Background: an optimization exercise with open tools, aiming at small area, a short achievable clock period and few clock cycles per item. Do not read the settings as production practice. RTL that was checked went through simulation tests only; none was proved equivalent to the original. Function not checked in runs 2 to 6: the RTL went through the layout flow alone. Power is estimated from default activity; no workload was simulated.

`flow/flow/run.sh`:
```
#!/bin/bash
# Standard ORFS layout (the standard.sh) with changes to buffering only:
#  - ports get a buf_2 as port buffer instead of the default cell;
#  - after global placement (post_gp.tcl):
#    * each output-gate flip-flop (done_n, last_n) gets a two-level buffer
#      tree, one buffer per cluster of its loads (gate_tree.tcl);
#    * each output's share-combining XOR that also feeds the round logic gets
#      a private copy placed at the output gate (clone_out.tcl).
# make's full output goes to standard.log; ORFS keeps per-step logs in orfs/logs.
set -uo pipefail
here=$(pwd)
export FLOW_DIR_V="$here/flow"
export BUFFER_PORTS_ARGS="-buffer_cell sky130_fd_sc_hd__buf_2"
export POST_GLOBAL_PLACE_TCL="$here/flow/post_gp.tcl"
export GATE_TREE_FLOPS='done_n$_DFF_P_ last_n$_DFF_P_'
export GATE_TREE_FANOUT=16
export GATE_TREE_CELL=sky130_fd_sc_hd__buf_4
bash standard.sh > standard.log 2>&1
```
`flow/flow/clone_out.tcl`:
```
# Give each output's share-combining gate (the XOR/XNOR of the two shares that
# feeds the output gate) a private copy when the same gate also feeds the round
# logic, so the output path drives one nearby load.
proc clone_out_xor {port_pattern} {
  set block [ord::get_db_block]
  set n 0
  foreach bt [$block getBTerms] {
    if {![string match $port_pattern [$bt getName]]} continue
    set pnet [$bt getNet]
    # port buffer
    set pbuf ""
    foreach it [$pnet getITerms] { if {[$it isOutputSignal]} { set pbuf [$it getInst] } }
    if {$pbuf == ""} continue
    set gnet [[$pbuf findITerm A] getNet]
    set gate ""
    foreach it [$gnet getITerms] { if {[$it isOutputSignal]} { set gate [$it getInst] } }
    if {$gate == ""} continue
    foreach git [$gate getITerms] {
      if {![$git isInputSignal]} continue
      set xnet [$git getNet]
      if {$xnet == "NULL"} continue
      set x ""
      foreach it [$xnet getITerms] { if {[$it isOutputSignal]} { set x [$it getInst] } }
      if {$x == ""} continue
      set m [[$x getMaster] getName]
      if {![string match "*xor2*" $m] && ![string match "*xnor2*" $m]} continue
      set nloads 0
      foreach it [$xnet getITerms] { if {[$it isInputSignal]} { incr nloads } }
      if {$nloads < 2} continue
      set cname "[$x getName]_oclone"
      set c [odb::dbInst_create $block [$x getMaster] $cname]
      foreach xit [$x getITerms] {
        if {![$xit isInputSignal]} continue
        [$c findITerm [[$xit getMTerm] getName]] connect [$xit getNet]
      }
      set cnet [odb::dbNet_create $block "${cname}_net"]
      set oname [[[lindex [lmap t [$x getITerms] {expr {[$t isOutputSignal] ? $t : [continue]}}] 0] getMTerm] getName]
      [$c findITerm $oname] connect $cnet
      $git disconnect
      $git connect $cnet
      set loc [$gate getLocation]
      $c setLocation [lindex $loc 0] [lindex $loc 1]
      $c setPlacementStatus PLACED
      incr n
    }
  }
  puts "clone_out_xor: cloned $n gates"
}

# Hook body (sourced after global placement, after gate_tree.tcl).
clone_out_xor {cipher_out*}
```
`flow/flow/gate_tree.tcl`:
```
# Build a two-level buffer tree for each output-gate net: the gate flip-flop
# drives one buffer per cluster of loads, placed at the cluster's centre.
proc gate_tree_kmeans {pts k} {
  # pts: list of {x y}; returns list of cluster indices
  set n [llength $pts]
  set cent {}
  for {set c 0} {$c < $k} {incr c} {
    lappend cent [lindex [lsort -real -index 2 [lmap p $pts {list {*}$p [expr {atan2([lindex $p 1]-0.0, [lindex $p 0]-0.0)}]}]] [expr {($c * $n) / $k}]]
  }
  set cent [lmap c $cent {lrange $c 0 1}]
  set asg [lrepeat $n 0]
  for {set it 0} {$it < 30} {incr it} {
    set i 0
    foreach p $pts {
      set best 0; set bd 1e30
      set c 0
      foreach q $cent {
        set d [expr {abs([lindex $p 0]-[lindex $q 0]) + abs([lindex $p 1]-[lindex $q 1])}]
        if {$d < $bd} { set bd $d; set best $c }
        incr c
      }
      lset asg $i $best
      incr i
    }
    set newc {}
    for {set c 0} {$c < $k} {incr c} {
      set sx 0.0; set sy 0.0; set m 0
      set i 0
      foreach p $pts {
        if {[lindex $asg $i] == $c} { set sx [expr {$sx + [lindex $p 0]}]; set sy [expr {$sy + [lindex $p 1]}]; incr m }
        incr i
      }
      if {$m > 0} { lappend newc [list [expr {$sx/$m}] [expr {$sy/$m}]] } else { lappend newc [lindex $cent $c] }
    }
    set cent $newc
  }
  return [list $asg $cent]
}

proc gate_tree {flop_name per_buf cell} {
  set block [ord::get_db_block]
  set dbu [$block getDbUnitsPerMicron]
  set inst [$block findInst $flop_name]
  if {$inst == "NULL"} { puts "gate_tree: no instance $flop_name"; return }
  set net [[$inst findITerm Q] getNet]
  # drop buffers already hanging on the net, so the tree sees the real loads
  for {set pass 0} {$pass < 8} {incr pass} {
    set bufs {}
    foreach it [$net getITerms] {
      if {[$it isOutputSignal]} continue
      set li [$it getInst]
      set m [$li getMaster]
      if {[string match "*__buf_*" [$m getName]] || [string match "*__clkbuf_*" [$m getName]]} {
        set onet [[$li findITerm X] getNet]
        # keep port buffers
        if {[llength [$onet getBTerms]] > 0} continue
        lappend bufs [$li getName]
      }
    }
    if {[llength $bufs] == 0} break
    # one at a time: remove_buffers is given exactly one instance per call
    foreach b $bufs { remove_buffers [get_cells $b] }
    set net [[$inst findITerm Q] getNet]
  }
  set pins {}; set pts {}
  foreach it [$net getITerms] {
    if {[$it isOutputSignal]} continue
    set li [$it getInst]
    set loc [$it getAvgXY]
    if {[lindex $loc 0] == 0} { set b [$li getBBox]; set loc [list 1 [expr {([$b xMin]+[$b xMax])/2}] [expr {([$b yMin]+[$b yMax])/2}]] }
    lappend pins "[$li getName]/[[$it getMTerm] getName]"
    lappend pts [list [expr {double([lindex $loc 1])/$dbu}] [expr {double([lindex $loc 2])/$dbu}]]
  }
  set n [llength $pins]
  set k [expr {max(1, int(ceil(double($n) / $per_buf)))}]
  puts "gate_tree: $flop_name net [$net getName] loads $n clusters $k"
  lassign [gate_tree_kmeans $pts $k] asg cent
  for {set c 0} {$c < $k} {incr c} {
    set lp {}
    set i 0
    foreach p $pins { if {[lindex $asg $i] == $c} { lappend lp [get_pins $p] }; incr i }
    if {[llength $lp] == 0} continue
    set xy [lindex $cent $c]
    insert_buffer -buffer_cell $cell -net [get_nets [$net getName]] -load_pins $lp -location $xy
  }
}

# Hook body (sourced after global placement): one tree per output-gate flop.
foreach flop $::env(GATE_TREE_FLOPS) {
  gate_tree $flop $::env(GATE_TREE_FANOUT) $::env(GATE_TREE_CELL)
}
```
`flow/flow/post_gp.tcl`:
```
# After global placement: buffer trees for the output gates, then private
# copies of the output XORs.
source $::env(FLOW_DIR_V)/gate_tree.tcl
source $::env(FLOW_DIR_V)/clone_out.tcl
# The state flip-flops all drive an output path: start them at drive strength 2.
foreach c [get_cells -hierarchical *share*DFF*] { replace_cell $c sky130_fd_sc_hd__dfxtp_2 }
foreach f $::env(GATE_TREE_FLOPS) { replace_cell [get_cells $f] sky130_fd_sc_hd__dfxtp_4 }
```
`flow/standard.sh`:
```
#!/bin/bash
# synth_recipe.tcl (not shown) runs the flow's synth.tcl, then flattens the netlist and writes it again
# the make line also repeats each setting of config.mk as NAME=value (left out here)
make -C /OpenROAD-flow-scripts/flow DESIGN_CONFIG=/design/flow/config.mk WORK_HOME=/design/flow/orfs CLKGATE_MAP_FILE= SYNTH_SCRIPT=/design/flow/synth_recipe.tcl "${@:-finish}"
```
`flow/config.mk`:
```
export PLATFORM = sky130hd
export DESIGN_NAME = simon2share
export DESIGN_NICKNAME = simon2share
export VERILOG_FILES = /design/flow/design.v
export SDC_FILE = /design/flow/constraint.sdc
export NUM_CORES = 4
export LEC_CHECK = 0
export CAP_MARGIN = 20
export CORE_MARGIN = 2
export CORE_UTILIZATION = 70
export CTS_CLUSTER_DIAMETER = 90
export CTS_CLUSTER_SIZE = 28
export PLACE_DENSITY = 0.82
export SETUP_SLACK_MARGIN = 2.45
export SLEW_MARGIN = 20
```
`flow/constraint.sdc`:
```
create_clock -name core_clock -period 5.0 [get_ports {clk}]
set_input_delay 1.0000 -clock core_clock [delete_from_list [all_inputs] [get_ports {clk}]]
set_output_delay 1.0000 -clock core_clock [all_outputs]
set_load 0.01 [all_outputs]
```
`flow/design.v`:
```
`timescale 1ns / 1ps
module p_datapath(clk, comp, gate_x_n, gate_y_n, data_ina, data_inb, key_ina, key_inb, cipher_out);
input clk, comp, gate_x_n, gate_y_n, data_ina, data_inb;
input [63:0] key_ina, key_inb;
output [127:0] cipher_out;
wire [63:0] Xout_a, Xout_b, Yout_a, Yout_b;
data_share2 share_a(.clk(clk), .comp(comp), .data_in(data_ina), .key_in(key_ina),
		    .X_out(Xout_a), .Y_out(Yout_a), .X_in(Xout_b));
data_share2 share_b(.clk(clk), .comp(comp), .data_in(data_inb), .key_in(key_inb),
		    .X_out(Xout_b), .Y_out(Yout_b), .X_in(Xout_a));
wire [127:0] gate = ~{{64{gate_x_n}}, {64{gate_y_n}}};
wire [127:0] res1 = {Xout_a, Yout_a} & gate;
wire [127:0] res2 = {Xout_b, Yout_b} & gate;
assign cipher_out = res1 ^ res2;
endmodule
module data_share2(clk, comp, data_in, key_in, X_out, Y_out, X_in);
input clk, comp, data_in;
input [63:0] key_in;
input [63:0] X_in;
output [63:0] X_out, Y_out;
localparam [63:0] PX = 64'haaaaaaaaaaaaaaaa;
localparam [63:0] PY = ~PX;
reg [63:0] Xs, Ys;
wire [63:0] X = Xs ^ PX;
wire [63:0] Y = Ys ^ PY;
wire [63:0] XL1 = {X[62:0], X[63]};
wire [63:0] XL2 = {X[61:0], X[63:62]};
wire [63:0] XL8 = {X[55:0], X[63:56]};
wire [63:0] XoL8 = {X_in[55:0], X_in[63:56]};
wire [63:0] own = XL1 & XL8;
wire [63:0] xprod = XL1 & XoL8;
always@(posedge clk)
begin
	if (comp) begin
		Xs <= (Y ^ XL2 ^ own ^ xprod ^ key_in) ^ PX;
		Ys <= X ^ PY;
	end
	else begin
		{Xs, Ys} <= {data_in, X, Y[63:1]} ^ {PX, PY};
	end
end
assign X_out = X;
assign Y_out = Y;
endmodule
`timescale 1ns / 1ps
module p_keysch10(clk, comp, load_key, z, data_in, key_out);
input clk, comp, load_key, z, data_in;
output [63:0] key_out;
localparam [63:0] PX = 64'haaaaaaaaaaaaaaaa;
localparam [63:0] PY = ~PX;
reg [63:0] KXs, KYs;
wire [63:0] KX = KXs ^ PX;
wire [63:0] KY = KYs ^ PY;
localparam [63:0] c = 64'hfffffffffffffffc;
always@(posedge clk)
begin
	if (comp) begin
		KXs <= (c ^ {63'd0, z} ^ KY ^ {KX[2:0],KX[63:3]} ^ {KX[3:0],KX[63:4]}) ^ PX;
		KYs <= KX ^ PY;
	end
	else begin
		{KXs, KYs} <= {load_key ? data_in : KY[0], KX, KY[63:1]} ^ {PX, PY};
	end
end
assign key_out = KY;
endmodule
`timescale 1ns / 1ps
module p_keysch11(clk, comp, load_key, data_in, key_out);
input clk, comp, load_key, data_in;
output [63:0] key_out;
localparam [63:0] PX = 64'haaaaaaaaaaaaaaaa;
localparam [63:0] PY = ~PX;
reg [63:0] KXs, KYs;
wire [63:0] KX = KXs ^ PX;
wire [63:0] KY = KYs ^ PY;
always@(posedge clk)
begin
	if (comp) begin
		KXs <= (KY ^ {KX[2:0],KX[63:3]} ^ {KX[3:0],KX[63:4]}) ^ PX;
		KYs <= KX ^ PY;
	end
	else begin
		{KXs, KYs} <= {load_key ? data_in : KY[0], KX, KY[63:1]} ^ {PX, PY};
	end
end
assign key_out = KY;
endmodule
`timescale 1ns / 1ps
module simon2share(clk, data_ina, data_inb, data_rdy, cipher_out, Done);
input clk;
input data_ina, data_inb;
input [1:0] data_rdy;
output [127:0] cipher_out;
output reg Done;
localparam [0:127] ZN = {67'b0101111011100000011010010011000101000010001111110010110110011101011, 60'd0, 1'b1};
reg [6:0] counter;	 
reg comp;		 
reg last_n, done_n;
wire load_key = (data_rdy == 2);
always @(posedge clk)
begin
	if (data_rdy == 0 || data_rdy == 2)
		counter <= 0;
	else
		counter <= counter + 1;
end
always @(posedge clk)
begin
	comp <= (data_rdy == 1 && counter == 127) || (data_rdy == 3 && comp);
	Done <= (data_rdy == 3) && comp && (counter == 67);
	done_n <= !((data_rdy == 3) && comp && (counter == 67));
	last_n <= !((data_rdy == 3) && ((comp && counter == 66) || !last_n));
end
reg z;
always @(posedge clk)
	z <= ZN[counter];
wire [63:0] keya, keyb;
p_datapath mydatapath(.clk(clk), .comp(comp), .gate_x_n(last_n), .gate_y_n(done_n),
		      .data_ina(data_ina), .data_inb(data_inb),
		      .key_ina(keya), .key_inb(keyb),
		      .cipher_out(cipher_out));
p_keysch10 mykeysch_a(.clk(clk), .comp(comp), .load_key(load_key), .z(z),
		      .data_in(data_ina), .key_out(keya));
p_keysch11 mykeysch_b(.clk(clk), .comp(comp), .load_key(load_key),
		      .data_in(data_inb), .key_out(keyb));
endmodule
```
==> results.json, run 1 <==
{
  "grt_first_pass_wirelength_um": 85900,
  "skew_ns": 0.0180,
  "finalSetupViolations": 0,
  "finalHoldViolations": 0,
  "min_period_ns": 2.57,
  "rsz0062_at_grt": "true",
  "slew_violations": 0,
  "cts.reportedPaths.clkPinSlew_ns": 0.11,
  "yosys_warnings": 4,
  "layout-drive-gt1-share": 0.186,
  "timing.rr.start": "comp$_DFF_P_",
  "period_share": 0.515,
  "syn-cell-area_um2": 24100,
  "clockRootBuffer": "clkbuf_16",
  "io-pin-count": 134,
  "cts-buffers-inserted": 22,
  "ctsLongestPathBuffers": 3,
  "place_hpwl_um": 39300,
  "cap_violations": 0,
  "io_buffer_count": 133,
  "dieWidth_um": 190,
  "firstDrtPassIters": 5,
  "die-area_um2": 35900,
  "clkSinkCount": 524,
  "ys_top_cells_by_area": "dfxtp_1 (44%), xnor2_1 (22%), mux2i_1 (18%)",
  "coreArea_um2": 33700,
  "grt_pass1_vias": 15900,
  "grt_usage": 0.297,
  "ant_nets": 0,
  "worstMarginPinSlew_ns": 1.11,
  "totalWireLength_um": 53600,
  "synth_top_area_frac": 0.435,
  "fp.dieH_um": 190,
  "detail_route.wl_per_cell_um": 18.6,
  "overflow": 0,
  "htree_levels": 1,
  "antenna_found_initial": 0,
  "outcome": "timing/DRC/antenna clean",
  "hold_class": "flip-flop to flip-flop",
  "slew-limit-headroom": 0.260,
  "initial_core_util": 0.715,
  "yosysTopAreaCell": "dfxtp_1",
  "yosysSeqAreaShare": 0.435,
  "synth_cells": 2272,
  "syn-num-nets": 2282,
  "leakagePower_nw": 9.13,
  "synth_cell_types": 33,
  "dp_cells": 2851,
  "crit_path_end_kind": "output port",
  "finalNonFillerCells": 2879,
  "required_ns": 4.00,
  "cts_tree": "done",
  "ys_ff_latch": 524,
  "hp-start": "mydatapath.share_a.Ys[42]$_DFF_P_",
  "cp-startpoint": "last_n$_DFF_P_",
  "tns_ns": 0,
  "path_max_fanout": 20,
  "fmax_mhz": 389,
  "power.density_nw_per_um2": 289,
  "peakVddDrop_v": 0.000233,
  "drc": 0,
  "dr_total_vias": 15900,
  "arrival_ns": 1.57,
  "start_kind": "flip-flop",
  "insertion_delay_ns": 0.55,
  "cts_hold_buf": 0,
  "setup.worst_path.class": "flip-flop to output port",
  "grt_max_degree": 120,
  "drt-vias-per-instance": 5.51,
  "core.rowCount": 67,
  "drtIter0Drc": 878,
  "syn_area_per_cell_um2": 10.6,
  "syn_to_final_growth_pct": 11.1,
  "layout.nets": 2439,
  "n_antenna_cell": 0
}
[cell type report]
type / count / area [um2]
clock buffer: 25 / 583
clock inverter: 1 / 8.76
fill: 2320 / 6930
inverter: 5 / 18.8
multi-input combinational: 1724 / 13800
sequential: 524 / 10800
tap: 448 / 561
timing repair buffer: 152 / 946
[where the power goes]
group,total (W),internal [W],switching [W]
clock,0.00210,0.000840,0.00126
sequential,0.00469,0.00437,0.000319
combinational,0.000937,0.000529,0.000408
total,0.00773,0.00574,0.00199
[layout by cell type (no fill, tap or decap), types with 2 or more instances in the layout]
| cell | netlist | routed |
|---|---|---|
| a21oi_1 | 6 | 6 |
| and2_1 | 6 | 6 |
| and3_1 | 2 | 2 |
| buf_12 | 0 | 8 |
| buf_2 | 45 | 133 |
| buf_4 | 1 | 5 |
| buf_6 | 1 | 2 |
| buf_8 | 0 | 4 |
| clkbuf_1 | 25 | 2 |
| clkbuf_16 | 0 | 23 |
| dfxtp_1 | 524 | 265 |
| dfxtp_2 | 0 | 252 |
| dfxtp_4 | 0 | 7 |
| ha_1 | 5 | 5 |
| inv_1 | 4 | 4 |
| mux2i_1 | 445 | 445 |
| nand2_1 | 133 | 133 |
| nand2b_1 | 2 | 2 |
| nand3_1 | 4 | 4 |
| nand4_1 | 2 | 2 |
| nor2_1 | 169 | 164 |
| nor2_2 | 0 | 4 |
| nor2b_1 | 34 | 28 |
| nor2b_2 | 0 | 4 |
| nor2b_4 | 0 | 2 |
| o21ai_0 | 67 | 67 |
| xnor2_1 | 613 | 645 |
| xor2_1 | 161 | 193 |
[Yosys cell counts]
master / count
nand4_1: 2
or4_4: 1
a21o_1: 1
a211o_1: 1
nand2_1: 133
nor2_1: 169
mux2_2: 1
a21oi_1: 6
ha_1: 5
dfxtp_1: 524
xnor2_1: 613
mux4_2: 1
xor2_1: 161
clkbuf_1: 25
o311ai_1: 1
inv_1: 4
buf_2: 45
buf_4: 1
o22ai_1: 1
or2_2: 1
buf_6: 1
nand2b_1: 2
buf_1: 11
and3_1: 2
mux2_4: 1
mux2i_1: 445
o21ai_0: 67
a221o_1: 1
nand3_1: 4
nor2b_1: 34
and2_1: 6
inv_2: 1
a211oi_1: 1
[per-stage QoR]
step	power, W	hold WS [ns]	setup WS [ns]	area, um2	util
CTS	0.00777	0.463	2.40	26700	0.791
finish	0.00773	0.461	2.43	26800	0.794
floorplan	0.00541	0.459	3.03	24100	-
global route	0.00804	0.478	2.39	26800	0.794
global placement	0.00560	0.470	2.49	25100	0.745
detailed placement	0.00571	0.447	2.88	26000	0.773
[worst paths after layout]
path	endpoint	slack, ns	cells after the start
min reg2reg	mydatapath.share_a.Ys[41]$_DFF_P_	0.46	1
max	cipher_out[90]	2.43	4
max reg2reg	mydatapath.share_b.Xs[21]$_DFF_P_	2.81	2
min	mydatapath.share_a.Ys[41]$_DFF_P_	0.46	1
[logic make-up after synthesis]
logic type | share of synthesized area
xor+xnor | 0.281
flops | 0.435
mux | 0.187
simple gates | 0.0605
buf+inv | 0.0165
compound gates | 0.0172
fa+ha+maj | 0.00260
[worst max-delay path, stage by stage (launching register included)]
cell	delay [ns]
dfxtp_4	0.37
buf_12	0.15
buf_12	0.16
nor2_1	0.18
buf_2	0.17
[registers in the layout, summed over array words and instances (netlist names), 64 cells and up]
register,count
mydatapath.share_a.Xs,64
mydatapath.share_a.Ys,64
mykeysch_b.KXs,64
mydatapath.share_b.Xs,64
mydatapath.share_b.Ys,64
mykeysch_a.KYs,64
mykeysch_a.KXs,64
mykeysch_b.KYs,64
[routing by layer]
| layer | share of wire | wire length [um] | GRT usage | vias up |
|---|---|---|---|---|
| met1 | 0.46 | 24900 | 0.408 | 7723 |
| met4 | 0.025 | 1360 | 0.0850 | 0 |
| met2 | 0.47 | 25300 | 0.489 | 305 |
| li1 | - | - | - | 7765 |
| met5 | 0 | 0 | 0 | - |
| met3 | 0.039 | 2080 | 0.0415 | 68 |
[repair_timing]
| action | 4_1_cts | 5_1_grt |
|---|---|---|
| buffers inserted | 2 | 0 |
| gates resized for setup | 5 | 27 |
| endpoints found under the setup margin | 102 | 81 |
| cloned | 0 | 0 |
| pin swaps | 0 | 0 |
Testbench counts, summed over its fixed seeds: cycles 20,800, items 64.
==> inputs of run 2 (changes only) <==
==> flow/design.v (replaced) <==
`timescale 1ns / 1ps
module p_datapath(clk, comp, Done, data_ina, data_inb, key_ina, key_inb, cipher_out);
input clk, comp, Done, data_ina, data_inb;
input [63:0] key_ina, key_inb;
output [127:0] cipher_out;
wire [63:0] Xout_a, Xout_b, Yout_a, Yout_b;
data_share2 share_a(.clk(clk), .comp(comp), .data_in(data_ina), .key_in(key_ina),
		    .X_out(Xout_a), .Y_out(Yout_a), .X_in(Xout_b));
data_share2 share_b(.clk(clk), .comp(comp), .data_in(data_inb), .key_in(key_inb),
		    .X_out(Xout_b), .Y_out(Yout_b), .X_in(Xout_a));
wire [127:0] res1 = {Xout_a, Yout_a} & {128{Done}};
wire [127:0] res2 = {Xout_b, Yout_b} & {128{Done}};
assign cipher_out = res1 ^ res2;
endmodule
module data_share2(clk, comp, data_in, key_in, X_out, Y_out, X_in);
input clk, comp, data_in;
input [63:0] key_in;
input [63:0] X_in;
output [63:0] X_out, Y_out;
reg [63:0] X, Y;
wire [63:0] XL1 = {X[62:0], X[63]};
wire [63:0] XL2 = {X[61:0], X[63:62]};
wire [63:0] XL8 = {X[55:0], X[63:56]};
wire [63:0] XoL8 = {X_in[55:0], X_in[63:56]};
wire [63:0] own = XL1 & XL8;
wire [63:0] xprod = XL1 & XoL8;
always@(posedge clk)
begin
	if (comp) begin
		X <= Y ^ XL2 ^ own ^ xprod ^ key_in;
		Y <= X;
	end
	else begin
		{X, Y} <= {data_in, X, Y[63:1]};
	end
end
assign X_out = X;
assign Y_out = Y;
endmodule
`timescale 1ns / 1ps
module p_keysch10(clk, comp, load_key, z, data_in, key_out);
input clk, comp, load_key, z, data_in;
output [63:0] key_out;
reg [63:0] KX, KY;
localparam [63:0] c = 64'hfffffffffffffffc;
always@(posedge clk)
begin
	if (comp) begin
		KX <= c ^ {63'd0, z} ^ KY ^ {KX[2:0],KX[63:3]} ^ {KX[3:0],KX[63:4]};
		KY <= KX;
	end
	else begin
		{KX, KY} <= {load_key ? data_in : KY[0], KX, KY[63:1]};
	end
end
assign key_out = KY;
endmodule
`timescale 1ns / 1ps
module p_keysch11(clk, comp, load_key, data_in, key_out);
input clk, comp, load_key, data_in;
output [63:0] key_out;
reg [63:0] KX, KY;
always@(posedge clk)
begin
	if (comp) begin
		KX <= KY ^ {KX[2:0],KX[63:3]} ^ {KX[3:0],KX[63:4]};
		KY <= KX;
	end
	else begin
		{KX, KY} <= {load_key ? data_in : KY[0], KX, KY[63:1]};
	end
end
assign key_out = KY;
endmodule
`timescale 1ns / 1ps
module simon2share(clk, data_ina, data_inb, data_rdy, cipher_out, Done);
input clk;
input data_ina, data_inb;
input [1:0] data_rdy;
output [127:0] cipher_out;
output reg Done;
localparam [0:127] Z = {68'b10101111011100000011010010011000101000010001111110010110110011101011, 60'd0};
reg [6:0] counter;	 
reg comp;		 
wire load_key = (data_rdy == 2);
always @(posedge clk)
begin
	if (data_rdy == 0 || data_rdy == 2)
		counter <= 0;
	else
		counter <= counter + 1;
end
always @(posedge clk)
begin
	comp <= (data_rdy == 1 && counter == 127) || (data_rdy == 3 && comp);
	Done <= (data_rdy == 3) && comp && (counter == 67);
end
wire z = Z[counter];
wire [63:0] keya, keyb;
p_datapath mydatapath(.clk(clk), .comp(comp), .Done(Done),
		      .data_ina(data_ina), .data_inb(data_inb),
		      .key_ina(keya), .key_inb(keyb),
		      .cipher_out(cipher_out));
p_keysch10 mykeysch_a(.clk(clk), .comp(comp), .load_key(load_key), .z(z),
		      .data_in(data_ina), .key_out(keya));
p_keysch11 mykeysch_b(.clk(clk), .comp(comp), .load_key(load_key),
		      .data_in(data_inb), .key_out(keyb));
endmodule
==> flow/run.sh (new file) <==
#!/bin/bash
# synth_recipe.tcl (not shown) runs the flow's synth.tcl, then flattens the netlist and writes it again
# the make line also repeats each setting of config.mk as NAME=value (left out here)
make -C /OpenROAD-flow-scripts/flow DESIGN_CONFIG=/design/flow/config.mk WORK_HOME=/design/flow/orfs CLKGATE_MAP_FILE= SYNTH_SCRIPT=/design/flow/synth_recipe.tcl finish
==> flow/config.mk (replaced) <==
export PLATFORM = sky130hd
export DESIGN_NAME = simon2share
export DESIGN_NICKNAME = simon2share
export VERILOG_FILES = /design/flow/design.v
export SDC_FILE = /design/flow/constraint.sdc
export NUM_CORES = 4
export LEC_CHECK = 0
export CAP_MARGIN = 20
export CORE_MARGIN = 2
export CORE_UTILIZATION = 40
export PLACE_DENSITY = 0.6
export SLEW_MARGIN = 20
removed: flow/flow/run.sh
removed: flow/flow/clone_out.tcl
removed: flow/flow/gate_tree.tcl
removed: flow/flow/post_gp.tcl
removed: flow/standard.sh
==> run 2 against run 1 <==
  * Still clean
  * Area after synthesis is 1.9% higher
  * Die area rose by 76%
  * Critical path depth shrank 1
  * Critical path type unchanged
==> results.json, run 2 <==
{
  "whs_ns": 0.516,
  "worst_path_max_delay_cell": "xor2_1",
  "path_max_fanout": 5,
  "place_hpwl_um": 37000,
  "cap_violations": 0,
  "io-pin-count": 134,
  "fp.dieH_um": 252,
  "slew_violations": 0,
  "layout-drive-gt1-share": 0.165,
  "synth_top_area_frac": 0.425,
  "fmax_mhz": 297,
  "initial_core_util": 0.405,
  "detail_route.wl_per_cell_um": 15.7,
  "layout.nets": 2525,
  "firstDrtPassIters": 4,
  "syn_area_per_cell_um2": 10.2,
  "io_buffer_count": 133,
  "totalWireLength_um": 52500,
  "final_common_cell": "dfxtp_1",
  "cts_hold_buf": 0,
  "insertion_delay_ns": 0.60,
  "outcome": "timing/DRC/antenna clean",
  "period_share": 0.673,
  "hold_class": "flip-flop to flip-flop",
  "finalHoldViolations": 0,
  "worstMarginPinSlew_ns": 0.878,
  "cpPeakStageDelay_ns": 0.58,
  "cts_resized": 0,
  "syn-cell-area_um2": 24600,
  "coreArea_um2": 60600,
  "arrival_ns": 2.36,
  "setup.worst_path.class": "flip-flop to output port",
  "finalSetupViolations": 0,
  "grt_first_pass_wirelength_um": 85500,
  "start_kind": "flip-flop",
  "slew-limit-headroom": 0.415,
  "yosys_warnings": 4,
  "cts_setup_buffers": 0,
  "syn_to_final_growth_pct": 16.2,
  "yosysMostFrequentCell": "dfxtp_1",
  "synth_cells": 2407,
  "htree_levels": 2,
  "gp_congestion": 0.795,
  "min_period_ns": 3.36,
  "synth_edf_count": 0,
  "required_ns": 4.00,
  "leakagePower_nw": 11.2,
  "synth_cell_types": 35,
  "clockRootBuffer": "clkbuf_16",
  "skew_ns": 0.0217,
  "power.density_nw_per_um2": 355,
  "cp_num_buf_inv": 1,
  "yosysSeqAreaShare": 0.425,
  "yosysTopAreaCell": "dfxtp_1",
  "die-area_um2": 63400,
  "grt_max_degree": 130,
  "ant_nets": 0,
  "drt-vias-per-instance": 4.71,
  "core.rowCount": 90,
  "peakVddDrop_v": 0.000282,
  "cts-buffers-inserted": 56,
  "syn-num-nets": 2420,
  "crit_family": "XOR/XNOR gates",
  "crit_path_end_kind": "output port",
  "crit_chain": "xor2_1 -> and2_1 -> clkdlybuf4s50_1",
  "ys_ff_latch": 521,
  "drc": 0,
  "synth-main-ff-cell": "dfxtp_1",
  "antenna_found_initial": 0,
  "layout_common_cells": "dfxtp_1 (519), xnor2_1 (513), mux2_2 (320)",
  "ctsLongestPathBuffers": 3,
  "grt_pass1_vias": 15700,
  "cts_tree": "done",
  "grt_usage": 0.165,
  "dieWidth_um": 252,
  "synthTopCellsByCount": "dfxtp_1 (521), xnor2_1 (513), mux2_2 (320)",
  "tns_ns": 0,
  "rsz0062_at_grt": "false",
  "dr_total_vias": 15700,
  "drtIter0Drc": 720,
  "n_fill_cell": 5683,
  "cts.reportedPaths.clkPinSlew_ns": 0.06,
  "ys_top_cells_by_area": "dfxtp_1 (42%), xnor2_1 (18%), mux2_2 (15%)",
  "synthArstFlopShare": 0,
  "p_total_w": 0.0101,
  "n_antenna_cell": 0,
  "clkSinkCount": 521,
  "overflow": 0
}
run 2: cell count changes in the layout (fill, tap and decap cells not counted), moves of 62 or more:
cell and delta:
mux2i_1 -443, mux2_2 +319, dfxtp_1 +254, dfxtp_2 -252
a21oi_1 +183, buf_2 -133, clkdlybuf4s50_1 +133, xnor2_1 -132
and2_1 +127, xor2_1 +66, o21ai_0 -62
run 2: path summary, 6_finish.rpt:
path / startpoint / end / slack [ns] / cells past startpoint
min reg2reg: counter[6]$_SDFF_PP0_ / Done$_DFF_P_ / 0.52 / 2
max reg2reg: comp$_DFF_P_ / mykeysch_a.KY[22]$_DFF_P_ / 2.80 / 2
max: mydatapath.share_b.X[18]$_DFF_P_ / cipher_out[82] / 1.64 / 3
min: counter[6]$_SDFF_PP0_ / Done$_DFF_P_ / 0.52 / 2
run 2: kinds of logic (layout without fill, tap and decap cells):
group | after synthesis | after routing | synth area share
XOR/XNOR | 772 | 772 | 0.275
buffers and inverters | 102 | 247 | 0.0169
AND/OR/NAND/NOR | 476 | 476 | 0.0879
flip-flops | 521 | 521 | 0.425
multiplexers | 322 | 322 | 0.148
adder cells (fa/ha/maj) | 8 | 8 | 0.00408
AO/OA/AOI/OAI | 206 | 206 | 0.0437
run 2: layout make-up:
type / count / area, um2 / share of cell area
Clock inverter: 21 / 284 / 0.00996
Tap cell: 782 / 978 / 0.0343
Clock buffer: 77 / 1610 / 0.0565
Inverter: 7 / 28.8 / 0.00101
Multi-Input combinational cell: 1784 / 13700 / 0.481
Timing Repair Buffer: 142 / 1470 / 0.0517
Sequential cell: 521 / 10400 / 0.366
run 2: per-stage QoR:
step                      cells  utilization  cell area (um2)  worst slack (ns)
final                      3334        0.471            28500              1.64
after global routing       3334        0.471            28500              1.54
after CTS                  3333        0.471            28500              1.45
after detailed placement   3235        0.439            26600              2.12
after global placement     3235        0.439            26600              2.23
after floorplan            2407            -            24600              2.96
run 2: routing by layer:
metal	vias to the layer above	track usage	wire (um)
li1	8064	-	-
met1	7418	0.228	25600
met2	163	0.270	24400
met3	62	0.0264	1500
met4	0	0.0380	927
met5	-	0	0
run 2: worst min-delay path: stages, from the launching register on:
cell     delay, ns
dfxtp_1       0.33
nand2_1       0.10
nor2_1        0.05
run 2: power by group:
part | switching (W) | internal, W | leakage, nW | total (W)
clock network | 0.00169 | 0.00259 | 0.943 | 0.00428
registers | 0.000319 | 0.00438 | 4.32 | 0.00470
logic | 0.000516 | 0.000629 | 5.90 | 0.00115
total | 0.00252 | 0.00760 | 11.2 | 0.0101
==> inputs of run 3 (changes only) <==
--- a/flow/config.mk
+++ b/flow/config.mk
@@ -9,4 +9,5 @@
 export CORE_MARGIN = 2
 export CORE_UTILIZATION = 40
 export PLACE_DENSITY = 0.6
+export SETUP_SLACK_MARGIN = 2.6
 export SLEW_MARGIN = 20
==> run 3 against run 2 <==
  * Still clean
  * Non-clock buffer count is 110 higher
  * Critical endpoint is now cipher_out[111]
  * Cell count is 3.4% higher
  * Setup slack better by 0.65 ns
  * Critical path type unchanged
  * Critical path depth is 2 higher
  * Clock power hardly changed
  * Maximum frequency is 24% higher
==> results.json, run 3 <==
{
  "cap_violations": 0,
  "insertion_delay_ns": 0.61,
  "crit_chain": "buf_12 -> clkbuf_16 -> buf_12 -> and2_4 -> buf_6",
  "p_comb_frac": 0.127,
  "clkPwrFrac": 0.415,
  "rr_endpoint": "mykeysch_a.KY[22]$_DFF_P_",
  "gp_congestion": 0.795,
  "finalNonFillerCells": 3446,
  "synth_cells": 2407,
  "period_share": 0.542,
  "cts.reportedPaths.clkPinSlew_ns": 0.06,
  "io-pin-count": 134,
  "intPower_w": 0.00773,
  "required_ns": 4.00,
  "cp_num_buf_inv": 4,
  "tns_ns": 0,
  "die-area_um2": 63400,
  "finalSetupViolations": 0,
  "crit_family": "buffers and inverters",
  "final_common_cell": "xnor2_1",
  "ys_top_cells_by_area": "dfxtp_1 (42%), xnor2_1 (18%), mux2_2 (15%)",
  "dp_slack_ns": 2.12,
  "synth_top_area_frac": 0.425,
  "slew_violations": 0,
  "synth_cell_types": 35,
  "place_hpwl_um": 37000,
  "finalWorstSetupSlack_ns": 2.29,
  "timing.rr.start": "comp$_DFF_P_",
  "ant_nets": 0,
  "path_max_fanout": 7,
  "drtIter0Drc": 857,
  "drt-vias-per-instance": 4.73,
  "cp.depth": 5,
  "grt_first_pass_wirelength_um": 88700,
  "drc": 0,
  "fp.dieH_um": 252,
  "coreArea_um2": 60600,
  "synthArstFlopShare": 0,
  "leakagePower_nw": 13.2,
  "layout_common_cells": "xnor2_1 (513), dfxtp_1 (408), mux2_2 (320)",
  "htree_levels": 2,
  "cts-buffers-inserted": 56,
  "finalHoldViolations": 0,
  "power.density_nw_per_um2": 336,
  "grt_usage": 0.173,
  "layout.nets": 2635,
  "dr_total_vias": 16300,
  "switching_share": 0.253,
  "yosys_warnings": 4,
  "io_buffer_count": 133,
  "setup.worst_path.class": "flip-flop to output port",
  "grt_max_degree": 117,
  "cts_hold_buf": 0,
  "firstDrtPassIters": 5,
  "min_path_cells": 1,
  "crit_path_end_kind": "output port",
  "syn_to_final_growth_pct": 25.4,
  "layout-drive-gt1-share": 0.308,
  "initial_core_util": 0.405,
  "cts_tree": "done",
  "syn-cell-area_um2": 24600,
  "syn-num-nets": 2420,
  "synth_edf_count": 0,
  "dp_cells": 3235,
  "outcome": "timing/DRC/antenna clean",
  "fmax_mhz": 369,
  "cpPeakStageDelay_ns": 0.42,
  "seqPwrFrac": 0.458,
  "clockRootBuffer": "clkbuf_16",
  "syn_area_per_cell_um2": 10.2,
  "worstHoldEndpoint": "mydatapath.share_b.Y[38]$_DFF_P_",
  "detail_route.wl_per_cell_um": 16.9,
  "power.switching_w": 0.00261,
  "dieWidth_um": 252,
  "min_period_ns": 2.71,
  "synth-main-ff-cell": "dfxtp_1",
  "rsz0062_at_grt": "true",
  "peakVddDrop_v": 0.000284,
  "hp-start": "mydatapath.share_b.Y[39]$_DFF_P_",
  "start_kind": "flip-flop",
  "core.rowCount": 90,
  "p_total_w": 0.0103,
  "worst_path_max_delay_cell": "dfxtp_4",
  "yosysSeqAreaShare": 0.425,
  "slew-limit-headroom": 0.417,
  "clkSinkCount": 521,
  "yosysTopAreaCell": "dfxtp_1",
  "hold_class": "flip-flop to flip-flop",
  "rr_worst_depth": 2,
  "arrival_ns": 1.71,
  "ctsLongestPathBuffers": 3,
  "synthTopCellsByCount": "dfxtp_1 (521), xnor2_1 (513), mux2_2 (320)",
  "skew_ns": 0.0229,
  "antenna_found_initial": 2,
  "overflow": 0,
  "totalWireLength_um": 58400,
  "grt_pass1_vias": 16100,
  "yosysMostFrequentCell": "dfxtp_1",
  "reg2reg_slack_ns": 2.81,
  "worstMarginPinSlew_ns": 0.875,
  "cpMostUsedCell": "buf_12",
  "ys_ff_latch": 521
}
[run 3: cell counts after synthesis]
Identical to the previous run, type by type.
[run 3: layout make-up]
class / count / area [um2]
Tap cell: 782 / 978
Antenna cell: 2 / 5.00
Fill cell: 5449 / 29800
Clock buffer: 77 / 1610
Timing Repair Buffer: 252 / 2550
Multi-Input combinational cell: 1784 / 14700
Clock inverter: 21 / 284
Sequential cell: 521 / 10700
Inverter: 7 / 28.8
[run 3: cells by family after synthesis]
group	synth area share
simple gates	0.0879
mux	0.148
xor+xnor	0.275
compound gates	0.0437
buf+inv	0.0169
fa+ha+maj	0.00408
flops	0.425
[run 3: per-layer routing]
| metal | global-route usage | vias to the layer above | wire length, um |
|---|---|---|---|
| met3 | 0.0259 | 62 | 1780 |
| met5 | 0 | - | 0 |
| li1 | - | 8216 | - |
| met4 | 0.0401 | 0 | 1030 |
| met2 | 0.288 | 210 | 27900 |
| met1 | 0.237 | 7825 | 27700 |
[run 3: power groups by stage]
stage / sequential (W) / clock, W / combinational, W
6_report: 0.00474 / 0.00429 / 0.00131
5_1_grt: 0.00478 / 0.00455 / 0.00144
4_1_cts: 0.00474 / 0.00440 / 0.00130
3_5_place_dp: 0.00479 / 0 / 0.00115
3_3_place_gp: 0.00479 / 0 / 0.00114
2_1_floorplan: 0.00469 / 0 / 0.000961
[run 3: repair_timing]
| item | CTS | global route |
|---|---|---|
| gates cloned | 0 | 9 |
| pin swaps | 62 | 15 |
| endpoints found under the setup margin | 129 | 129 |
| buffers inserted | 68 | 34 |
| resized for setup | 238 | 357 |
[run 3: worst max path at each step]
stage	startpoint	to	slack, ns
2_1_floorplan	Done$_DFF_P_	cipher_out[100]	2.96
3_3_place_gp	Done$_DFF_P_	cipher_out[90]	2.23
3_5_place_dp	Done$_DFF_P_	cipher_out[82]	2.12
4_1_cts	Done$_DFF_P_	cipher_out[109]	1.97
5_1_grt	Done$_DFF_P_	cipher_out[111]	2.24
6_report	Done$_DFF_P_	cipher_out[111]	2.29
[run 3: per-stage QoR]
step	instance area [um2]	hold slack [ns]	utilization
3_3_place_gp	26600	0.503	0.439
2_1_floorplan	24600	0.481	-
5_1_grt	30800	0.536	0.508
3_5_place_dp	26600	0.496	0.439
6_report	30800	0.516	0.508
4_1_cts	30100	0.512	0.496
[run 3: worst reg2reg max path, stage by stage (launching register included)]
cell	delay, ns
dfxtp_4	0.90
buf_4	0.70
mux2_2	0.45
==> inputs of run 4 (changes only) <==
--- a/flow/config.mk
+++ b/flow/config.mk
@@ -9,5 +9,5 @@
 export CORE_MARGIN = 2
 export CORE_UTILIZATION = 40
 export PLACE_DENSITY = 0.6
-export SETUP_SLACK_MARGIN = 2.6
+export SETUP_SLACK_MARGIN = 2.0
 export SLEW_MARGIN = 20
==> run 4 against run 3 <==
  * Core utilization fell by 1.2 points
  * Via count decreased by 1.9%
  * Non-clock buffer count down 46
  * Routed wire length shrank 4.5%
  * Sequential cell count stayed put
  * First-iteration DRC count fell by 15%
  * Synthesized cell count did not move
  * Worst hold slack got worse by 0.00097 ns
  * Die area unchanged
  * Register-to-register slack barely moved
  * Largest cell class unchanged
==> results.json, run 4 <==
{
  "synthArstFlopShare": 0,
  "multiInputGateArea_um2": 14500,
  "ctsLongestPathBuffers": 3,
  "synth-main-ff-cell": "dfxtp_1",
  "synthTopCellsByCount": "dfxtp_1 (521), xnor2_1 (513), mux2_2 (320)",
  "n_fill_cell": 5509,
  "required_ns": 4.00,
  "firstDrtPassIters": 7,
  "grt_max_degree": 117,
  "syn_area_per_cell_um2": 10.2,
  "tns_ns": 0,
  "totalWireLength_um": 55800,
  "initial_core_util": 0.405,
  "yosysSeqAreaShare": 0.425,
  "hp-start": "counter[6]$_SDFF_PP0_",
  "dieWidth_um": 252,
  "overflow": 0,
  "detail_route.wl_per_cell_um": 16.4,
  "start_kind": "flip-flop",
  "stdcell_area_um2": 30100,
  "fmax_mhz": 335,
  "leakagePower_nw": 12.1,
  "cts_tree": "done",
  "cp-startpoint": "Done$_DFF_P_",
  "synth_edf_count": 0,
  "peakVddDrop_v": 0.000282,
  "drtIter0Drc": 729,
  "synth_cells": 2407,
  "grt_first_pass_wirelength_um": 89400,
  "cts-buffers-inserted": 56,
  "cts.reportedPaths.clkPinSlew_ns": 0.06,
  "hold_class": "flip-flop to flip-flop",
  "worstMarginPinSlew_ns": 0.873,
  "layout.nets": 2589,
  "drt-vias-per-instance": 4.71,
  "grt_usage": 0.175,
  "core.rowCount": 90,
  "die-area_um2": 63400,
  "synth_top_area_frac": 0.425,
  "skew_ns": 0.0226,
  "final_util": 0.497,
  "clkSinkCount": 521,
  "fp.dieH_um": 252,
  "outcome": "timing/DRC/antenna clean",
  "ys_ff_latch": 521,
  "cap_violations": 0,
  "rsz0062_at_grt": "true",
  "yosysTopAreaCell": "dfxtp_1",
  "syn-cell-area_um2": 24600,
  "finalSetupViolations": 0,
  "crit_path_end_kind": "output port",
  "period_share": 0.597,
  "slew_violations": 0,
  "final_common_cell": "xnor2_1",
  "slew-limit-headroom": 0.418,
  "timing.rr.start": "comp$_DFF_P_",
  "synth_cell_types": 35,
  "ys_top_cells_by_area": "dfxtp_1 (42%), xnor2_1 (18%), mux2_2 (15%)",
  "antenna_found_initial": 2,
  "gp_congestion": 0.795,
  "io_buffer_count": 133,
  "seq_area_um2": 10600,
  "cts_hold_buf": 0,
  "place_hpwl_um": 37000,
  "finalHoldViolations": 0,
  "yosysMostFrequentCell": "dfxtp_1",
  "power.density_nw_per_um2": 342,
  "yosys_warnings": 4,
  "place_area_um2": 26600,
  "min_period_ns": 2.98,
  "syn-num-nets": 2420,
  "ant_nets": 0,
  "dr_total_vias": 16000,
  "whs_ns": 0.515,
  "coreArea_um2": 60600,
  "layout-drive-gt1-share": 0.244,
  "path_max_fanout": 36,
  "clockRootBuffer": "clkbuf_16",
  "layout_common_cells": "xnor2_1 (513), dfxtp_1 (431), mux2_2 (320)",
  "arrival_ns": 1.98,
  "p_total_w": 0.0103,
  "setup.worst_path.class": "flip-flop to output port",
  "insertion_delay_ns": 0.60,
  "drc": 0,
  "htree_levels": 2,
  "syn_to_final_growth_pct": 22.5,
  "grt_pass1_vias": 16200,
  "io-pin-count": 134
}
[run 4: per-layer routing]
metal  vias to the layer above  wire (um)  share of wire  global-route usage
met4                         0        969          0.017              0.0391
met2                       193      26300           0.47               0.290
met1                      7594      26700           0.48               0.241
met3                        64       1770          0.032              0.0259
li1                       8151          -              -                   -
met5                         -          0              0                   0
[run 4: worst max-delay path, cell delays in order (launching register included)]
cell	delay, ns
dfxtp_4	0.43
buf_12	0.22
and2_1	0.17
clkdlybuf4s50_1	0.53
[run 4: kinds of logic after synthesis]
family                     count (synthesis)  share of synthesized area
muxes                                    322                      0.148
adders and majority gates                  8                    0.00408
DFF                                      521                      0.425
AOI/OAI and AO/OA                        206                     0.0437
xor gates and xnor gates                 772                      0.275
buffers and inverters                    102                     0.0169
and+or+nand+nor                          476                     0.0879
[run 4: report_power, final]
| group | switching (W) | internal, W |
|---|---|---|
| clock | 0.00169 | 0.00259 |
| combinational | 0.000539 | 0.000730 |
| sequential | 0.000359 | 0.00438 |
| total | 0.00259 | 0.00771 |
[run 4: cell type report]
cell class	count	share of cell area
multi-input combinational	1784	0.483
sequential	521	0.352
timing repair buffer	206	0.0680
clock buffer	77	0.0535
tap	782	0.0325
clock inverter	21	0.00944
inverter	7	0.000956
antenna	3	0.000249
[run 4: metrics by stage]
step           cells  setup slack (ns)
2_1_floorplan   2407              2.96
3_3_place_gp    3235              2.23
3_5_place_dp    3235              2.12
4_1_cts         3393              1.88
5_1_grt         3401              1.88
6_report        3401              2.02
[run 4: final timing paths]
kind	to	slack (ns)	depth (start not counted)
setup / recovery	cipher_out[99]	2.02	3
hold / removal	Done$_DFF_P_	0.52	2
setup reg to reg	mykeysch_a.KY[22]$_DFF_P_	2.81	2
hold reg to reg	Done$_DFF_P_	0.52	2
[run 4: what timing repair did]
action                                  4_1_cts  5_1_grt
setup buffers                                58        4
cloned                                        2        1
resized for setup                           246       29
endpoints found under the setup margin      129       71
pin swaps                                    55        1
==> inputs of run 5 (changes only) <==
--- a/flow/design.v
+++ b/flow/design.v
@@ -1,6 +1,6 @@
 `timescale 1ns / 1ps
-module p_datapath(clk, comp, Done, data_ina, data_inb, key_ina, key_inb, cipher_out);
-input clk, comp, Done, data_ina, data_inb;
+module p_datapath(clk, comp, gate_x, gate_y, data_ina, data_inb, key_ina, key_inb, cipher_out);
+input clk, comp, gate_x, gate_y, data_ina, data_inb;
 input [63:0] key_ina, key_inb;
 output [127:0] cipher_out;
 wire [63:0] Xout_a, Xout_b, Yout_a, Yout_b;
@@ -8,8 +8,9 @@
 		    .X_out(Xout_a), .Y_out(Yout_a), .X_in(Xout_b));
 data_share2 share_b(.clk(clk), .comp(comp), .data_in(data_inb), .key_in(key_inb),
 		    .X_out(Xout_b), .Y_out(Yout_b), .X_in(Xout_a));
-wire [127:0] res1 = {Xout_a, Yout_a} & {128{Done}};
-wire [127:0] res2 = {Xout_b, Yout_b} & {128{Done}};
+wire [127:0] gate = {{64{gate_x}}, {64{gate_y}}};
+wire [127:0] res1 = {Xout_a, Yout_a} & gate;
+wire [127:0] res2 = {Xout_b, Yout_b} & gate;
 assign cipher_out = res1 ^ res2;
 endmodule
 module data_share2(clk, comp, data_in, key_in, X_out, Y_out, X_in);
@@ -82,6 +83,7 @@
 localparam [0:127] Z = {68'b10101111011100000011010010011000101000010001111110010110110011101011, 60'd0};
 reg [6:0] counter;	 
 reg comp;		 
+reg last;		 
 wire load_key = (data_rdy == 2);
 always @(posedge clk)
 begin
@@ -94,10 +96,11 @@
 begin
 	comp <= (data_rdy == 1 && counter == 127) || (data_rdy == 3 && comp);
 	Done <= (data_rdy == 3) && comp && (counter == 67);
+	last <= (data_rdy == 3) && ((comp && counter == 66) || last);
 end
 wire z = Z[counter];
 wire [63:0] keya, keyb;
-p_datapath mydatapath(.clk(clk), .comp(comp), .Done(Done),
+p_datapath mydatapath(.clk(clk), .comp(comp), .gate_x(last), .gate_y(Done),
 		      .data_ina(data_ina), .data_inb(data_inb),
 		      .key_ina(keya), .key_inb(keyb),
 		      .cipher_out(cipher_out));
--- a/flow/config.mk
+++ b/flow/config.mk
@@ -5,9 +5,10 @@
 export SDC_FILE = /design/flow/constraint.sdc
 export NUM_CORES = 4
 export LEC_CHECK = 0
+export ABC_AREA = 1
 export CAP_MARGIN = 20
 export CORE_MARGIN = 2
 export CORE_UTILIZATION = 40
 export PLACE_DENSITY = 0.6
-export SETUP_SLACK_MARGIN = 2.0
+export SETUP_SLACK_MARGIN = 2.6
 export SLEW_MARGIN = 20
==> run 5 against run 4 <==
  * Highest routed layer unchanged
  * Largest cell class unchanged
  * Still clean on timing, DRC and antenna
  * Maximum frequency is 2.9% higher
  * Sequential power is 4.6% higher
  * Clock skew is 0.0077 ns lower
  * Setup slack better by 0.085 ns
  * Non-clock buffer count is 46 higher
  * Register-to-register slack hardly changed
  * Sequential share of layout area is 1.1 points lower
==> results.json, run 5 <==
{
  "outcome": "timing/DRC/antenna clean",
  "fmax_mhz": 345,
  "hold_class": "flip-flop to flip-flop",
  "synth_top_area_frac": 0.422,
  "worstMarginPinSlew_ns": 0.790,
  "syn-cell-area_um2": 24800,
  "slew-limit-headroom": 0.473,
  "synth_compound_area_frac": 0.141,
  "tns_ns": 0,
  "crit_path_end_kind": "output port",
  "synth-simple-area-share": 0.167,
  "grt_pass1_vias": 19100,
  "antenna_found_initial": 0,
  "min_period_ns": 2.90,
  "io-pin-count": 134,
  "power.switching_w": 0.00293,
  "final_util": 0.503,
  "cpMostUsedCell": "buf_6",
  "die-area_um2": 64000,
  "core.rowCount": 91,
  "io_buffer_count": 133,
  "skew_ns": 0.0149,
  "seqPwrFrac": 0.466,
  "syn_area_per_cell_um2": 7.83,
  "finalHoldViolations": 0,
  "synthArstFlopShare": 0,
  "drc": 0,
  "drt-vias-per-instance": 4.93,
  "dr_total_vias": 20600,
  "ys_top_cells_by_area": "dfxtp_1 (42%), xor2_1 (11%), nand2_1 (11%)",
  "synth_mux_area_frac": 0,
  "n_antenna_cell": 0,
  "start_kind": "flip-flop",
  "place_hpwl_um": 42600,
  "required_ns": 4.00,
  "layout_common_cells": "nand2_1 (723), dfxtp_1 (448), o21ai_0 (387)",
  "slew_violations": 0,
  "synth_cells": 3165,
  "switching_share": 0.275,
  "overflow": 0,
  "yosysMostFrequentCell": "nand2_1",
  "htree_levels": 2,
  "initial_core_util": 0.403,
  "period_share": 0.580,
  "grt_usage": 0.204,
  "finalSetupViolations": 0,
  "synth_top_family_by_area": "XOR/XNOR gates",
  "worst_path_max_delay_cell": "dfxtp_4",
  "leakagePower_nw": 13.9,
  "synth_edf_count": 0,
  "cpPeakStageDelay_ns": 0.37,
  "ctsLongestPathBuffers": 3,
  "cts-buffers-inserted": 57,
  "syn_to_final_growth_pct": 24.8,
  "crit_chain": "buf_12 -> inv_16 -> buf_16 -> buf_4 -> buf_8 -> buf_6 -> nor2_4 -> buf_6",
  "synthTopCellsByCount": "nand2_1 (723), dfxtp_1 (522), o21ai_0 (448)",
  "ys_ff_latch": 522,
  "clkSinkCount": 522,
  "intPower_w": 0.00770,
  "yosysTopAreaCell": "dfxtp_1",
  "layout.nets": 3361,
  "clkPwrFrac": 0.406,
  "dieWidth_um": 253,
  "setup.worst_path.class": "flip-flop to output port",
  "coreArea_um2": 61500,
  "crit_family": "buffers and inverters",
  "cts_tree": "done",
  "totalWireLength_um": 68500,
  "peakVddDrop_v": 0.000279,
  "ant_nets": 0,
  "fp.dieH_um": 253,
  "drtIter0Drc": 1293,
  "path_max_fanout": 7,
  "firstDrtPassIters": 7,
  "syn-num-nets": 3178,
  "power.density_nw_per_um2": 343,
  "synthAdderAreaFrac": 0.00404,
  "layout-drive-gt1-share": 0.181,
  "clockRootBuffer": "clkbuf_16",
  "grt_first_pass_wirelength_um": 104000,
  "final_common_cell": "nand2_1",
  "insertion_delay_ns": 0.61,
  "detail_route.wl_per_cell_um": 16.4,
  "synthXorXnorAreaFrac": 0.191,
  "synth-main-ff-cell": "dfxtp_1",
  "gp_congestion": 0.839,
  "arrival_ns": 1.90,
  "yosysSeqAreaShare": 0.422,
  "rsz0062_at_grt": "true",
  "yosys_warnings": 4,
  "cp_num_buf_inv": 7,
  "cts.reportedPaths.clkPinSlew_ns": 0.06,
  "grt_max_degree": 247,
  "cap_violations": 0,
  "p_comb_frac": 0.128,
  "synth_cell_types": 28
}
run 5: kinds of logic (layout without fill, tap and decap cells):
logic type	Yosys count	in the layout
flip-flops	522	522
AND/OR/NAND/NOR	1059	1059
AO/OA/AOI/OAI	646	646
adder cells (fa/ha/maj)	8	8
XOR/XNOR	540	540
buffers and inverters	390	619
run 5: cell type report:
| cell class | count | area [um2] |
|---|---|---|
| Timing Repair inverter | 2 | 31.3 |
| Multi-Input combinational cell | 2253 | 14000 |
| Sequential cell | 522 | 10600 |
| Clock buffer | 80 | 1660 |
| Clock inverter | 25 | 264 |
| Timing Repair Buffer | 252 | 2410 |
| Fill cell | 5787 | 30500 |
| Tap cell | 790 | 988 |
| Inverter | 260 | 1020 |
run 5: metal layers:
metal | up-vias | GRT usage | share of wire
li1 | 10600 | - | -
met1 | 9617 | 0.280 | 0.47
met2 | 347 | 0.327 | 0.47
met3 | 101 | 0.0259 | 0.035
met4 | 0 | 0.0754 | 0.028
met5 | - | 0 | 0
run 5: worst register-to-register path, delay by kind of cell (launching register included):
family | cells | cell delay [ns]
AND/OR/NAND/NOR | 1 | 0.10
flip-flops | 1 | 0.70
AO/OA/AOI/OAI | 3 | 0.37
buffers and inverters | 2 | 0.88
run 5: what timing repair did:
| action | in CTS | in global routing |
|---|---|---|
| gates cloned | 7 | 4 |
| resized for setup | 665 | 332 |
| setup endpoints to repair | 129 | 174 |
| pin swaps | 56 | 23 |
| buffers inserted | 70 | 29 |
| hold buffers | 0 | 0 |
run 5: worst paths after layout:
path              slack [ns]  cells after the start                        end                      start
hold / removal          0.47                      1  mykeysch_a.KX[54]$_DFF_P_  mykeysch_a.KX[57]$_DFF_P_
hold reg to reg         0.47                      1  mykeysch_a.KX[54]$_DFF_P_  mykeysch_a.KX[57]$_DFF_P_
setup reg to reg        2.81                      6  mykeysch_b.KX[16]$_DFF_P_               comp$_DFF_P_
setup / recovery        2.10                      8             cipher_out[73]               last$_DFF_P_
run 5: power by group through the flow:
stage / clock network (W) / registers [W] / logic [W]
4_1_cts: 0.00441 / 0.00494 / 0.00134
5_1_grt: 0.00456 / 0.00500 / 0.00153
3_3_place_gp: 0 / 0.00498 / 0.00117
3_5_place_dp: 0 / 0.00497 / 0.00118
6_report: 0.00431 / 0.00496 / 0.00136
2_1_floorplan: 0 / 0.00483 / 0.000975
run 5: metrics by stage:
step / cells / setup WS (ns) / power (W) / cell area (um2) / hold slack (ns)
5_1_grt: 4184 / 2.05 / 0.0111 / 30900 / 0.489
3_3_place_gp: 3969 / 1.78 / 0.00615 / 26300 / 0.466
4_1_cts: 4151 / 1.88 / 0.0107 / 30100 / 0.471
3_5_place_dp: 3969 / 1.78 / 0.00616 / 26300 / 0.467
6_report: 4184 / 2.10 / 0.0106 / 30900 / 0.472
2_1_floorplan: 3165 / 2.85 / 0.00581 / 24800 / 0.436
==> inputs of run 6 (changes only) <==
==> flow/config.mk (replaced) <==
export PLATFORM = sky130hd
export DESIGN_NAME = simon2share
export DESIGN_NICKNAME = simon2share
export VERILOG_FILES = /design/flow/design.v
export SDC_FILE = /design/flow/constraint.sdc
export NUM_CORES = 4
export LEC_CHECK = 0
export CAP_MARGIN = 20
export CORE_MARGIN = 2
export CORE_UTILIZATION = 65
export PLACE_DENSITY = 0.75
export SETUP_SLACK_MARGIN = 2.6
export SLEW_MARGIN = 20
==> run 6 against run 5 <==
  * Via count down 18%
  * Critical path depth down 5
  * Final area down 1.2%
  * Sequential share of layout area up 1.3 points
  * Critical endpoint is now cipher_out[12]
  * Sequential power down 12%
  * Register-to-register slack about the same
  * Combinational power down 57%
  * Worst hold slack better by 0.046 ns
  * Clock skew down 0.0042 ns
  * Critical path type unchanged
  * Count of clock-buffer cells in the layout down 5
  * Still clean on timing, DRC and antenna
  * Cell count down 24%
  * Die area down 38%
==> results.json, run 6 <==
{
  "outcome": "timing/DRC/antenna clean",
  "grt_pass1_vias": 16900,
  "peakVddDrop_v": 0.000291,
  "syn-cell-area_um2": 24600,
  "stdcell_area_um2": 30600,
  "antenna_found_initial": 0,
  "drc": 0,
  "yosysMostFrequentCell": "dfxtp_1",
  "finalSetupViolations": 0,
  "layout_common_cells": "xnor2_1 (514), dfxtp_1 (378), mux2_2 (320)",
  "synth_cells": 2407,
  "ys_top_cells_by_area": "dfxtp_1 (43%), xnor2_1 (18%), mux2_2 (15%)",
  "leakagePower_nw": 12.6,
  "totalWireLength_um": 60500,
  "final_common_cell": "xnor2_1",
  "crit_chain": "buf_4 -> and2_1 -> clkdlybuf4s50_1",
  "dp_cells": 2962,
  "cts.reportedPaths.clkPinSlew_ns": 0.06,
  "power.density_nw_per_um2": 287,
  "final_util": 0.816,
  "dieWidth_um": 198,
  "period_share": 0.579,
  "initial_core_util": 0.656,
  "cts-buffers-inserted": 53,
  "fmax_mhz": 345,
  "yosys_warnings": 4,
  "crit_family": "buffers and inverters",
  "synth_edf_count": 0,
  "yosysSeqAreaShare": 0.425,
  "clockRootBuffer": "clkbuf_16",
  "cp.depth": 3,
  "fp.dieH_um": 198,
  "firstDrtPassIters": 5,
  "io_buffer_count": 133,
  "insertion_delay_ns": 0.58,
  "ant_nets": 0,
  "drt-vias-per-instance": 5.36,
  "hold_class": "flip-flop to flip-flop",
  "reg2reg_slack_ns": 2.81,
  "dr_total_vias": 17000,
  "layout-drive-gt1-share": 0.326,
  "cp_num_buf_inv": 2,
  "tns_ns": 0,
  "drtIter0Drc": 762,
  "n_antenna_cell": 0,
  "yosysTopAreaCell": "dfxtp_1",
  "grt_first_pass_wirelength_um": 93400,
  "ctsLongestPathBuffers": 3,
  "clkSinkCount": 522,
  "rsz0062_at_grt": "true",
  "place_hpwl_um": 35600,
  "required_ns": 4.00,
  "syn_to_final_growth_pct": 24.4,
  "ys_ff_latch": 522,
  "arrival_ns": 1.89,
  "finalHoldViolations": 0,
  "overflow": 0,
  "setup.worst_path.class": "flip-flop to output port",
  "cap_violations": 0,
  "slew_violations": 0,
  "die-area_um2": 39400,
  "skew_ns": 0.0107,
  "gp_congestion": 0.807,
  "start_kind": "flip-flop",
  "synthArstFlopShare": 0,
  "cts_tree": "done",
  "crit_path_end_kind": "output port",
  "htree_levels": 2,
  "core.rowCount": 71,
  "synthTopCellsByCount": "dfxtp_1 (522), xnor2_1 (514), mux2_2 (320)",
  "syn-num-nets": 2420,
  "finalWorstSetupSlack_ns": 2.11,
  "place_area_um2": 26300,
  "path_max_fanout": 4,
  "worst_path_max_delay_cell": "clkdlybuf4s50_1",
  "io-pin-count": 134,
  "synth-main-ff-cell": "dfxtp_1",
  "grt_max_degree": 163,
  "synth_cell_types": 33,
  "slew-limit-headroom": 0.466,
  "grt_usage": 0.303,
  "cts_hold_buf": 0,
  "rr_worst_depth": 2,
  "synth_top_area_frac": 0.425,
  "min_period_ns": 2.89,
  "min_path_cells": 1,
  "coreArea_um2": 37500,
  "finalNonFillerCells": 3170,
  "worstMarginPinSlew_ns": 0.801,
  "dp_slack_ns": 2.13,
  "cpPeakStageDelay_ns": 0.54,
  "layout.nets": 2636,
  "detail_route.wl_per_cell_um": 19.1,
  "syn_area_per_cell_um2": 10.2
}
-- run 6: cell families after synthesis --
kind of cell               synth area share
muxes                                 0.149
DFF                                   0.425
and+or+nand+nor                      0.0890
adders and majority gates           0.00407
xor gates and xnor gates              0.275
AOI/OAI and AO/OA                    0.0414
buffers and inverters                0.0167
-- run 6: what timing repair did --
item	CTS	global route
cloned	3	1
pin swaps	64	11
endpoints found under the hold margin	0	0
resized for setup	584	138
buffers inserted	96	17
setup endpoints to repair	129	129
-- run 6: final timing paths --
path / start / to
setup / recovery: Done$_DFF_P_ / cipher_out[12]
hold / removal: mydatapath.share_b.Y[38]$_DFF_P_ / mydatapath.share_b.Y[37]$_DFF_P_
setup reg to reg: comp$_DFF_P_ / mydatapath.share_a.Y[26]$_DFF_P_
hold reg to reg: mydatapath.share_b.Y[38]$_DFF_P_ / mydatapath.share_b.Y[37]$_DFF_P_
-- run 6: layout make-up --
class                   instances  area (um2)
multi-input cells            1783       14800
flip-flops and latches        522       10800
fillers                      2317        6910
repair buffers                257        2670
clock buffers                  75        1540
well taps                     511         639
clock inverters                16         111
inverters                       6        22.5
-- run 6: metal layers --
metal | track usage | routed length (um) | up-vias
met1 | 0.401 | 26600 | 8311
met2 | 0.520 | 29600 | 329
li1 | - | - | 8260
met3 | 0.0312 | 2270 | 105
met5 | 0 | 0 | -
met4 | 0.102 | 2010 | 0
-- run 6: through the flow --
step           power (W)  hold WS, ns
2_1_floorplan    0.00478        0.470
3_3_place_gp     0.00490        0.490
3_5_place_dp     0.00491        0.502
4_1_cts          0.00878        0.520
5_1_grt          0.00904        0.538
6_report         0.00876        0.518
-- run 6: power by group --
part / internal (W) / switching, W / total, W
Sequential: 0.00422 / 0.000152 / 0.00437
Clock: 0.00218 / 0.00163 / 0.00381
Combinational: 0.000313 / 0.000269 / 0.000581

## re-timing with driven ports
The flow's constraints put no driver on any port. The routed layouts listed below were extracted and timed again, unchanged, in two steps.
Step 1: set_driving_cell puts a clkbuf_16 on clk and a buf_2 on each other input, an assumption about the parent block.
Step 2 adds t to the input delays and takes it off the output delays; t is the mean of the earliest and latest rising clock arrival at the registers after step 1. Input paths then give back, and output paths get back, about the clock's delay inside the block.
a / b / c = ideal / step 1 / step 2; a / b = the first two.
run	t, ns	slack for setup (ns)	hold slack, ns	slew at the worst register clock pin (ns)	worst data-port slew with drivers (ns)
run 1	0.599	2.427 / 2.370 / 2.808	0.461 / 0.461 / 0.461	0.11 / 0.11	0.03
run 2	0.642	1.637 / 1.583 / 2.225	0.516 / 0.516 / 0.516	0.06 / 0.06	0.03
run 3	0.649	2.291 / 2.237 / 2.563	0.516 / 0.516 / 0.516	0.06 / 0.06	0.03
run 4	0.643	2.017 / 1.963 / 2.577	0.515 / 0.515 / 0.515	0.06 / 0.06	0.03
run 5	0.661	2.102 / 2.041 / 2.557	0.472 / 0.472 / 0.472	0.06 / 0.06	0.03
run 6	0.632	2.105 / 2.049 / 2.474	0.518 / 0.518 / 0.518	0.07 / 0.07	0.04
After both steps every run listed still meets setup and hold.
